From an optimization exercise on the open Yosys and OpenROAD flow, aimed at small area and a short achievable clock period; shortcuts taken in it are not production practice.
In this exercise RTL edits were held to simulation tests only and were not proved equivalent to the original.
The clock input has no modelled driver; a real chip could not lean on it and would need a root buffer or a full tree.

Setup of 01-11:
// mul
module mul(clk,
	   reset,
	   is_signed,
	   is_high,
	   go,
	   is_mulw,
	   src_A,
	   src_B,
	   rob_ptr_in,
	   prf_ptr_in,
	   y,
	   complete,
	   rob_ptr_out,
	   prf_ptr_val_out,
	   prf_ptr_out);
   input logic clk;
   input logic reset;
   input logic is_signed;
   input logic is_high;
   input logic go;
   input logic is_mulw;
   input logic [63:0] src_A;
   input logic [63:0] src_B;
   input logic [4:0] rob_ptr_in;
   input logic [6:0] prf_ptr_in;
   output logic [63:0] y;
   output logic complete;
   output logic [4:0] rob_ptr_out;
   output logic prf_ptr_val_out;
   output logic [6:0] prf_ptr_out;
   logic [3:0] r_complete;
   logic [4:0] r_rob_ptr [3:0];
   logic [6:0] r_prf_ptr [3:0];
   logic [2:0] r_is_high;
   logic [2:0] r_is_mulw;
   always_ff @(posedge clk) begin
      if (reset) r_complete <= 4'd0;
      else r_complete <= {r_complete[2:0], go};
      r_rob_ptr[0] <= rob_ptr_in;
      r_prf_ptr[0] <= prf_ptr_in;
      for (integer i = 1; i <= 3; i = i + 1) begin
         r_rob_ptr[i] <= r_rob_ptr[i-1];
         r_prf_ptr[i] <= r_prf_ptr[i-1];
      end
      r_is_high <= {r_is_high[1:0], is_high};
      r_is_mulw <= {r_is_mulw[1:0], is_mulw};
   end
   assign complete = r_complete[3];
   assign prf_ptr_val_out = r_complete[3];
   assign rob_ptr_out = r_rob_ptr[3];
   assign prf_ptr_out = r_prf_ptr[3];
   wire [65:0] w_b = {{2{is_signed & src_B[63]}}, src_B};
   wire [66:0] w_bx = {w_b, 1'b0};
   logic [64:0] r1_a;
   logic [32:0] r1_one, r1_two, r1_neg;
   always_ff @(posedge clk) begin
      r1_a <= {is_signed & src_A[63], src_A};
      for (integer i = 0; i < 33; i = i + 1) begin
         r1_one[i] <= w_bx[2*i+1] ^ w_bx[2*i];
         r1_two[i] <= (w_bx[2*i+2] & ~w_bx[2*i+1] & ~w_bx[2*i]) | (~w_bx[2*i+2] & w_bx[2*i+1] & w_bx[2*i]);
         r1_neg[i] <= w_bx[2*i+2];
      end
   end
   wire [65:0] pp0;
  ...
Size in the first run: ~11000 cells after synthesis, ~220 I/O pins, roughly 110000 µm² of cells after synthesis.
export LEC_CHECK = 0
export ABC_AREA = 1
export CAP_MARGIN = 20
export CORE_MARGIN = 2
export CORE_UTILIZATION = 55
export SETUP_SLACK_MARGIN = 0.4
export SLEW_MARGIN = 20
export SYNTH_HIERARCHICAL = 1
export SYNTH_MINIMUM_KEEP_SIZE = 0
create_clock -name core_clock -period 12.0 [get_ports {clk}]
standard.sh (not shown) runs the stock make flow with config.mk's settings and CLKGATE_MAP_FILE= SYNTH_SCRIPT=/design/flow/synth_recipe.tcl, a recipe that flattens the netlist after the stock synthesis.
==> flow/flow/run.sh <==
#!/bin/bash
# The standard layout (standard.sh) with changes made only through ORFS's own hooks and
# variables, on the same SDC (the design's clock period and I/O delays):
#  - the clock tree is a two-level buffer tree (flow/mycts.tcl, as PRE_CTS_TCL)
#    instead of TritonCTS's deeper one;
#  - the timing-repair margin follows the output-path floor (flow/margin.tcl), so repair
#    works on every path slower than the paths to the outputs;
#  - after ORFS's antenna repair, antennas are repaired again with a 20% margin and timing
#    is repaired once more (flow/grt_post.tcl);
#  - the port buffers start as buf_2 (BUFFER_PORTS_ARGS) rather than the delay cell that
#    buffer_ports picks by default; timing repair sizes them as it does any cell.
# Each ORFS step writes its own log under orfs/logs; make's output goes to flow_make.log.
set -euo pipefail
export BUFFER_PORTS_ARGS="-buffer_cell sky130_fd_sc_hd__buf_2"
F=$PWD/flow
EXTRA="SETUP_SLACK_MARGIN=$(cat $F/setup_margin) TNS_END_PERCENT=100"
EXTRA="$EXTRA PRE_CTS_TCL=$F/mycts.tcl"
EXTRA="$EXTRA PRE_GLOBAL_ROUTE_TCL=$F/grt_hook.tcl POST_GLOBAL_ROUTE_TCL=$F/grt_post.tcl"
sed -e "s|SETUP_SLACK_MARGIN=[-0-9.]*|$EXTRA|" standard.sh > standard_mine.sh
bash standard_mine.sh finish > flow_make.log 2>&1
Other scripts of this flow, unchanged in this note and not shown: flow/flow/grt_hook.tcl, flow/flow/grt_post.tcl, flow/flow/margin.tcl, flow/flow/mycts.tcl, flow/flow/setup_margin
01-11 terminated abnormally: 5_1_grt reported EST-0104.
Inputs modified between 01-11 and 03-23:
Settings: changing CORE_UTILIZATION from 55 to 62.
Notes after the runs:
Stage in which a tool error killed 03-23: 5_1_grt.
For cell area after synthesis, 03-23 and 01-11 come out practically identical.
Where worst slack at placement is concerned, 01-11 is better than 03-23.
Compared with 01-11, 03-23 shows count of instances resized after the clock tree is built lower by 9.
01-11 and 03-23 ended up with roughly the same placed cell area.
Floorplan die width down 26 µm in 03-23 wrt 01-11
Net count after synthesis came out exactly the same in 01-11 and 03-23.
Number of cells after detailed placement: 03-23 vs 01-11 down 242
The adder and majority cell fraction of the synthesized area on 03-23 is in line with that on 01-11.
Diff 01-11 -> 03-23 | die boundary height | down by a few percent

========
Setup of build 64:
Starting RTL as in the previous note.
## mul
module mul(clk,
	   reset,
	   is_signed,
	   is_high,
	   go,
	   is_mulw,
	   src_A,
	   src_B,
	   rob_ptr_in,
	   prf_ptr_in,
	   y,
	   complete,
	   rob_ptr_out,
	   prf_ptr_val_out,
	   prf_ptr_out);
clock: 12.0 ns
lec_check: 0
abc_area: 1
cap_margin: 20
core_margin: 2
core_utilization: 55
setup_slack_margin: 0.4
slew_margin: 20
synth_hierarchical: 1
synth_minimum_keep_size: 0
==> flow/flow/run.sh <==
#!/bin/bash
# The standard layout (standard.sh) with changes made only through ORFS's own hooks and
# variables, on the same SDC (the design's clock period and I/O delays):
#  - the clock tree is a two-level buffer tree (flow/mycts.tcl, as PRE_CTS_TCL)
#    instead of TritonCTS's deeper one; before it is built, the flip-flops that drive
#    output ports are moved next to their port buffers;
#  - the timing-repair margin follows the output-path floor (flow/margin.tcl), so repair
#    works on every path slower than the paths to the outputs;
#  - after ORFS's antenna repair, timing is repaired once more (flow/grt_post.tcl);
#  - the port buffers start as buf_2 (BUFFER_PORTS_ARGS) rather than the delay cell that
#    buffer_ports picks by default; timing repair sizes them as it does any cell.
# Each ORFS step writes its own log under orfs/logs; make's output goes to flow_make.log.
set -euo pipefail
export BUFFER_PORTS_ARGS="-buffer_cell sky130_fd_sc_hd__buf_2"
F=$PWD/flow
EXTRA="SETUP_SLACK_MARGIN=$(cat $F/setup_margin) TNS_END_PERCENT=100"
EXTRA="$EXTRA PRE_CTS_TCL=$F/mycts.tcl"
EXTRA="$EXTRA PRE_GLOBAL_ROUTE_TCL=$F/grt_hook.tcl POST_GLOBAL_ROUTE_TCL=$F/grt_post.tcl"
sed -e "s|SETUP_SLACK_MARGIN=[-0-9.]*|$EXTRA|" standard.sh > standard_mine.sh
bash standard_mine.sh finish > flow_make.log 2>&1
==> flow/flow/grt_post.tcl <==
# POST_GLOBAL_ROUTE_TCL: ORFS repairs antennas after its last timing repair, and the diodes
# it adds slow some nets. Repair timing once more against the same floor (margin.tcl), then
# route the changed nets again and rewrite the route guides for the detailed router.
source [file join [file dirname [info script]] margin.tcl]
log_cmd estimate_parasitics -global_routing
set_floor_margin
repair_timing_helper
log_cmd global_route -start_incremental
log_cmd detailed_placement
log_cmd global_route -end_incremental
check_placement -verbose
check_antennas -report_file $::env(REPORTS_DIR)/grt_antennas_post.log
log_cmd estimate_parasitics -global_routing
write_guides $::env(RESULTS_DIR)/route.guide
==> flow/flow/margin.tcl <==
proc set_floor_margin { } {
  set lat 0.0
  foreach p [get_pins -of_objects [all_registers] -filter "name==CLK"] {
    set a [get_property $p arrival_max_rise]
    if { $a > $lat } { set lat $a }
  }
  set period [get_property [lindex [all_clocks] 0] period]
  set m [format "%.3f" [expr { $period - ($lat + 0.2 * $period + 0.30) }]]
  set ::env(SETUP_SLACK_MARGIN) $m
  puts "margin.tcl: clock latency $lat, setup repair margin $m"
}
==> flow/flow/mycts.tcl <==
# Two-level clock tree (buf_16 roots, clkbuf_16 leaves), built in place of TritonCTS's.
# The flip-flops are split into equal clusters of at most CTS_LEAF_SIZE by recursive
# bisection of their placement; a clkbuf_16 at each cluster's centre drives its flip-flops. The leaf
# buffers are split into CTS_ROOTS groups the same way; a buf_16 at each group's centre
# drives the group's leaf buffers, and the clock port drives the CTS_ROOTS root buffers.
# Every flip-flop sees the same two buffers, so no register's clock is moved on purpose.
# It is sourced as PRE_CTS_TCL and takes the place of clock_tree_synthesis in ORFS's cts.tcl.

source [file join [file dirname [info script]] margin.tcl]

proc mycts_split { idx pts k } {
  # recursive bisection of the points idx (indices into pts) into k groups of equal size,
  # each cut across the longer side of the group's bounding box; returns a list of groups
  if { $k <= 1 } {
    return [list $idx]
  }
  set xs {}
  set ys {}
  foreach i $idx {
    lappend xs [lindex $pts $i 0]
    lappend ys [lindex $pts $i 1]
  }
  set xs [lsort -real $xs]
  set ys [lsort -real $ys]
  set axis [expr { ([lindex $xs end] - [lindex $xs 0]) >= ([lindex $ys end] - [lindex $ys 0]) ? 0 : 1 }]
  set keyed {}
  foreach i $idx {
    lappend keyed [list [lindex $pts $i $axis] $i]
  }
  set keyed [lsort -real -index 0 $keyed]
  set k1 [expr { $k / 2 }]
  set n1 [expr { int(round(double([llength $idx]) * $k1 / $k)) }]
  set a {}
  set b {}
  set c 0
  foreach e $keyed {
    if { $c < $n1 } { lappend a [lindex $e 1] } else { lappend b [lindex $e 1] }
    incr c
  }
  return [concat [mycts_split $a $pts $k1] [mycts_split $b $pts [expr { $k - $k1 }]]]
}

proc mycts_centre { grp pts } {
  set sx 0.0
  set sy 0.0
  foreach i $grp {
    set sx [expr { $sx + [lindex $pts $i 0] }]
    set sy [expr { $sy + [lindex $pts $i 1] }]
  }
  set n [llength $grp]
  return [list [expr { int($sx / $n) }] [expr { int($sy / $n) }]]
}

proc mycts_build { } {
  set leaf_size 14
  set nroots 4
  set bufname sky130_fd_sc_hd__clkbuf_16
  set rootname sky130_fd_sc_hd__buf_16
  set block [ord::get_db_block]
  set db [ord::get_db]
  set master [$db findMaster $bufname]
  set clk_port [$block findBTerm clk]
  set clk [$clk_port getNet]
  set sinks {}
  set pts {}
  foreach it [$clk getITerms] {
    set inst [$it getInst]
    set bb [$inst getBBox]
    lappend sinks $it
    lappend pts [list [expr { ([$bb xMin] + [$bb xMax]) / 2.0 }] [expr { ([$bb yMin] + [$bb yMax]) / 2.0 }]]
  }
  set n [llength $sinks]
  set k [expr { max(1, int(ceil(double($n) / $leaf_size))) }]
  puts "mycts: $n clock sinks, $k leaf buffers, $nroots root buffers"
  set all {}
  for { set i 0 } { $i < $n } { incr i } { lappend all $i }
  set groups [mycts_split $all $pts $k]
  # leaf buffers
  set leaves {}
  set lpts {}
  set cnt {}
  set j 0
  foreach grp $groups {
    set b [odb::dbInst_create $block $master "mycts_leaf_$j"]
    lassign [mycts_centre $grp $pts] x y
    $b setLocation $x $y
    $b setPlacementStatus PLACED
    set net [odb::dbNet_create $block "mycts_leafnet_$j"]
    $net setSigType CLOCK
    [$b findITerm X] connect $net
    foreach i $grp {
      set it [lindex $sinks $i]
      $it disconnect
      $it connect $net
    }
    lappend leaves $b
    lappend lpts [list $x $y]
    lappend cnt [llength $grp]
    incr j
  }
  puts "mycts: flip-flops per leaf buffer: [lsort -integer $cnt]"
  # root buffers
  set nroots [expr { min($nroots, $k) }]
  set lall {}
  for { set i 0 } { $i < $k } { incr i } { lappend lall $i }
  set r 0
  foreach grp [mycts_split $lall $lpts $nroots] {
    set b [odb::dbInst_create $block [$db findMaster $rootname] "mycts_root_$r"]
    lassign [mycts_centre $grp $lpts] x y
    $b setLocation $x $y
    $b setPlacementStatus PLACED
    set net [odb::dbNet_create $block "mycts_rootnet_$r"]
    $net setSigType CLOCK
    [$b findITerm X] connect $net
    [$b findITerm A] connect $clk
    foreach i $grp {
      [[lindex $leaves $i] findITerm A] connect $net
    }
    incr r
  }
  $clk setSigType CLOCK
}

# Each flip-flop that drives an output port's buffer is moved next to that buffer (the
# detailed placement that follows in cts.tcl legalizes it), so that the register-to-port
# path is not slowed by a long wire from wherever global placement left the flip-flop.
proc mycts_move_output_flops { } {
  set block [ord::get_db_block]
  set n 0
  foreach bt [$block getBTerms] {
    if { [$bt getIoType] != "OUTPUT" } { continue }
    set net [$bt getNet]
    foreach it [$net getITerms] {
      if { ![$it isOutputSignal] } { continue }
      set buf [$it getInst]
      set a [$buf findITerm A]
      if { $a == "NULL" } { continue }
      set in [$a getNet]
      if { $in == "NULL" } { continue }
      foreach it2 [$in getITerms] {
        if { ![$it2 isOutputSignal] } { continue }
        set ff [$it2 getInst]
        if { ![string match "*dfxtp*" [[$ff getMaster] getName]] } { continue }
        set bb [$buf getBBox]
        $ff setLocation [$bb xMin] [$bb yMin]
        incr n
      }
    }
  }
  puts "mycts: moved $n output flip-flops next to their port buffers"
}

rename clock_tree_synthesis tritoncts_clock_tree_synthesis
proc clock_tree_synthesis { args } {
  mycts_move_output_flops
  log_cmd detailed_placement
  mycts_build
  set_propagated_clock [all_clocks]
  estimate_parasitics -placement
  set_floor_margin
}
Other scripts of this flow, unchanged in this note and not shown: flow/flow/grt_hook.tcl, flow/flow/setup_margin
Changes in build 84 relative to build 64:
diff --git a/flow/flow/run.sh b/flow/flow/run.sh
--- a/flow/flow/run.sh
+++ b/flow/flow/run.sh
@@ -9 +9,2 @@
-#  - after ORFS's antenna repair, timing is repaired once more (flow/grt_post.tcl);
+#  - after ORFS's antenna repair, antennas are repaired again with a 20% margin and timing
+#    is repaired once more (flow/grt_post.tcl);
diff --git a/flow/flow/grt_post.tcl b/flow/flow/grt_post.tcl
--- a/flow/flow/grt_post.tcl
+++ b/flow/flow/grt_post.tcl
@@ -1,3 +0,0 @@
-# POST_GLOBAL_ROUTE_TCL: ORFS repairs antennas after its last timing repair, and the diodes
-# it adds slow some nets. Repair timing once more against the same floor (margin.tcl), then
-# route the changed nets again and rewrite the route guides for the detailed router.
@@ -4,0 +2,2 @@
+
+log_cmd repair_antennas -iterations 3 -ratio_margin 20
diff --git a/flow/flow/margin.tcl b/flow/flow/margin.tcl
--- a/flow/flow/margin.tcl
+++ b/flow/flow/margin.tcl
@@ -0,0 +1,5 @@
+# Timing-repair target for this design: the paths from the output registers to the output
+# ports (clock latency, clock-to-q, output buffer and the fixed 20% output delay) set the
+# shortest period the design can reach. The repair margin is set so that repair_timing
+# aims at that floor (clock latency + 2.4 ns output delay + 0.42 ns for the flip-flop and the
+# output buffer) on every path, with the SDC and its clock period unchanged.
@@ -8 +13 @@
-  set m [format "%.3f" [expr { $period - ($lat + 0.2 * $period + 0.30) }]]
+  set m [format "%.3f" [expr { $period - ($lat + 0.2 * $period + 0.42) }]]
diff --git a/flow/flow/mycts.tcl b/flow/flow/mycts.tcl
--- a/flow/flow/mycts.tcl
+++ b/flow/flow/mycts.tcl
@@ -1 +1 @@
-# Two-level clock tree (buf_16 roots, clkbuf_16 leaves), built in place of TritonCTS's.
+# Two-level clock tree, built in place of TritonCTS's.
@@ -4 +4 @@
-# buffers are split into CTS_ROOTS groups the same way; a buf_16 at each group's centre
+# buffers are split into CTS_ROOTS groups the same way; a clkbuf_16 at each group's centre
@@ -55 +55 @@
-  set leaf_size 14
+  set leaf_size 18
@@ -58 +57,0 @@
-  set rootname sky130_fd_sc_hd__buf_16
@@ -108 +107 @@
-    set b [odb::dbInst_create $block [$db findMaster $rootname] "mycts_root_$r"]
+    set b [odb::dbInst_create $block $master "mycts_root_$r"]
==> results.txt <==
Build 84 never completed; the flow aborted with a tool error in global routing. As far as area after synthesis goes, build 64 and build 84 are indistinguishable; the numbers are identical. Build 84 reports a lower total setup buffers inserted after CTS than build 64 does. From build 84 to build 64, synthesized net count did not move at all. The run showing the smaller post-CTS resize count is build 84. Re post-synthesis sequential area ratio: no difference whatsoever between build 84 and build 64. Diff build 84..build 64 | synthesized area per cell | unchanged. Initial cell density of the core: build 84 vs build 64 identical. Build 64 and build 84 ended up with roughly the same synthesized cell count. Any difference in quantity of I/O buffers inserted on ports between build 64 and build 84 is small enough to ignore. Build 84 -> build 64: worst setup timing slack at the placement stage flat. Re simple-gate portion of the synthesized area: no difference whatsoever between build 84 and build 64.
> inputs changed (build 84 -> build 10)
diff --git a/flow/flow/run.sh b/flow/flow/run.sh
--- a/flow/flow/run.sh
+++ b/flow/flow/run.sh
@@ -9,2 +9 @@
-#  - after ORFS's antenna repair, antennas are repaired again with a 20% margin and timing
-#    is repaired once more (flow/grt_post.tcl);
+#  - after ORFS's antenna repair, timing is repaired once more (flow/grt_post.tcl);
diff --git a/flow/flow/grt_post.tcl b/flow/flow/grt_post.tcl
--- a/flow/flow/grt_post.tcl
+++ b/flow/flow/grt_post.tcl
@@ -0,0 +1,3 @@
+# POST_GLOBAL_ROUTE_TCL: ORFS repairs antennas after its last timing repair, and the diodes
+# it adds slow some nets. Repair timing once more against the same floor (margin.tcl), then
+# route the changed nets again and rewrite the route guides for the detailed router.
@@ -2,2 +4,0 @@
-
-log_cmd repair_antennas -iterations 3 -ratio_margin 20
==> flow/flow/margin.tcl <==
proc set_floor_margin { } {
  set lat 0.0
  foreach p [get_pins -of_objects [all_registers] -filter "name==CLK"] {
    set a [get_property $p arrival_max_rise]
    if { $a > $lat } { set lat $a }
  }
  set period [get_property [lindex [all_clocks] 0] period]
  set m [format "%.3f" [expr { $period - ($lat + 0.2 * $period + 0.36) }]]
  set ::env(SETUP_SLACK_MARGIN) $m
  puts "margin.tcl: clock latency $lat, setup repair margin $m"
}
diff --git a/flow/flow/mycts.tcl b/flow/flow/mycts.tcl
--- a/flow/flow/mycts.tcl
+++ b/flow/flow/mycts.tcl
@@ -1 +1 @@
-# Two-level clock tree, built in place of TritonCTS's.
+# Two-level clock tree (buf_16 roots, clkbuf_16 leaves), built in place of TritonCTS's.
@@ -4 +4 @@
-# buffers are split into CTS_ROOTS groups the same way; a clkbuf_16 at each group's centre
+# buffers are split into CTS_ROOTS groups the same way; a buf_16 at each group's centre
@@ -55 +55 @@
-  set leaf_size 18
+  set leaf_size 14
@@ -57,0 +58 @@
+  set rootname sky130_fd_sc_hd__buf_16
@@ -107 +108 @@
-    set b [odb::dbInst_create $block $master "mycts_root_$r"]
+    set b [odb::dbInst_create $block [$db findMaster $rootname] "mycts_root_$r"]
--- outcome ---
The flow for build 10 finished, though final verification flagged antenna rules.
Of build 84 and build 10, the run reporting the higher number of cells upsized or downsized after cts was build 10.
[compare] base=build 84 new=build 10: number of rows in the core area neither gained nor lost much; synthesized area per cell ~0 delta; post-synthesis mux area share roughly the same.
Per the comparison of build 10 with build 84, vertical die dimension roughly the same; placed wire-length estimate roughly the same.
The clock cells of build 64 and build 10 come from the design's own scripts or RTL, not from TritonCTS.

-- re-timing with driven ports --
In the flow no input, the clock included, has a driving cell. The finished layouts below were timed again as built, in two steps.
Step 1, drivers: a clkbuf_16 drives clk and a buf_2 each remaining input, both assumed.
Step 2 times the ports against the registers' clock, not the clock port: input delays grow and output delays shrink by t, the midpoint of the rising clock arrivals with the driver on.
Slacks: ideal ports / drivers / drivers and shift; pairs: ideal ports / drivers.
run | t (ns) | slack for setup (ns) | hold slack, ns | worst data-port slew with drivers (ns) | pins driven straight from the clock port
build 64 | 0.913 | 8.480 / 8.279 / 8.481 | 0.326 / 0.326 / 0.326 | 0.19 | 4
build 10 | 0.894 | 8.348 / 8.286 / 8.352 | 0.326 / 0.326 / 0.326 | 0.19 | 4
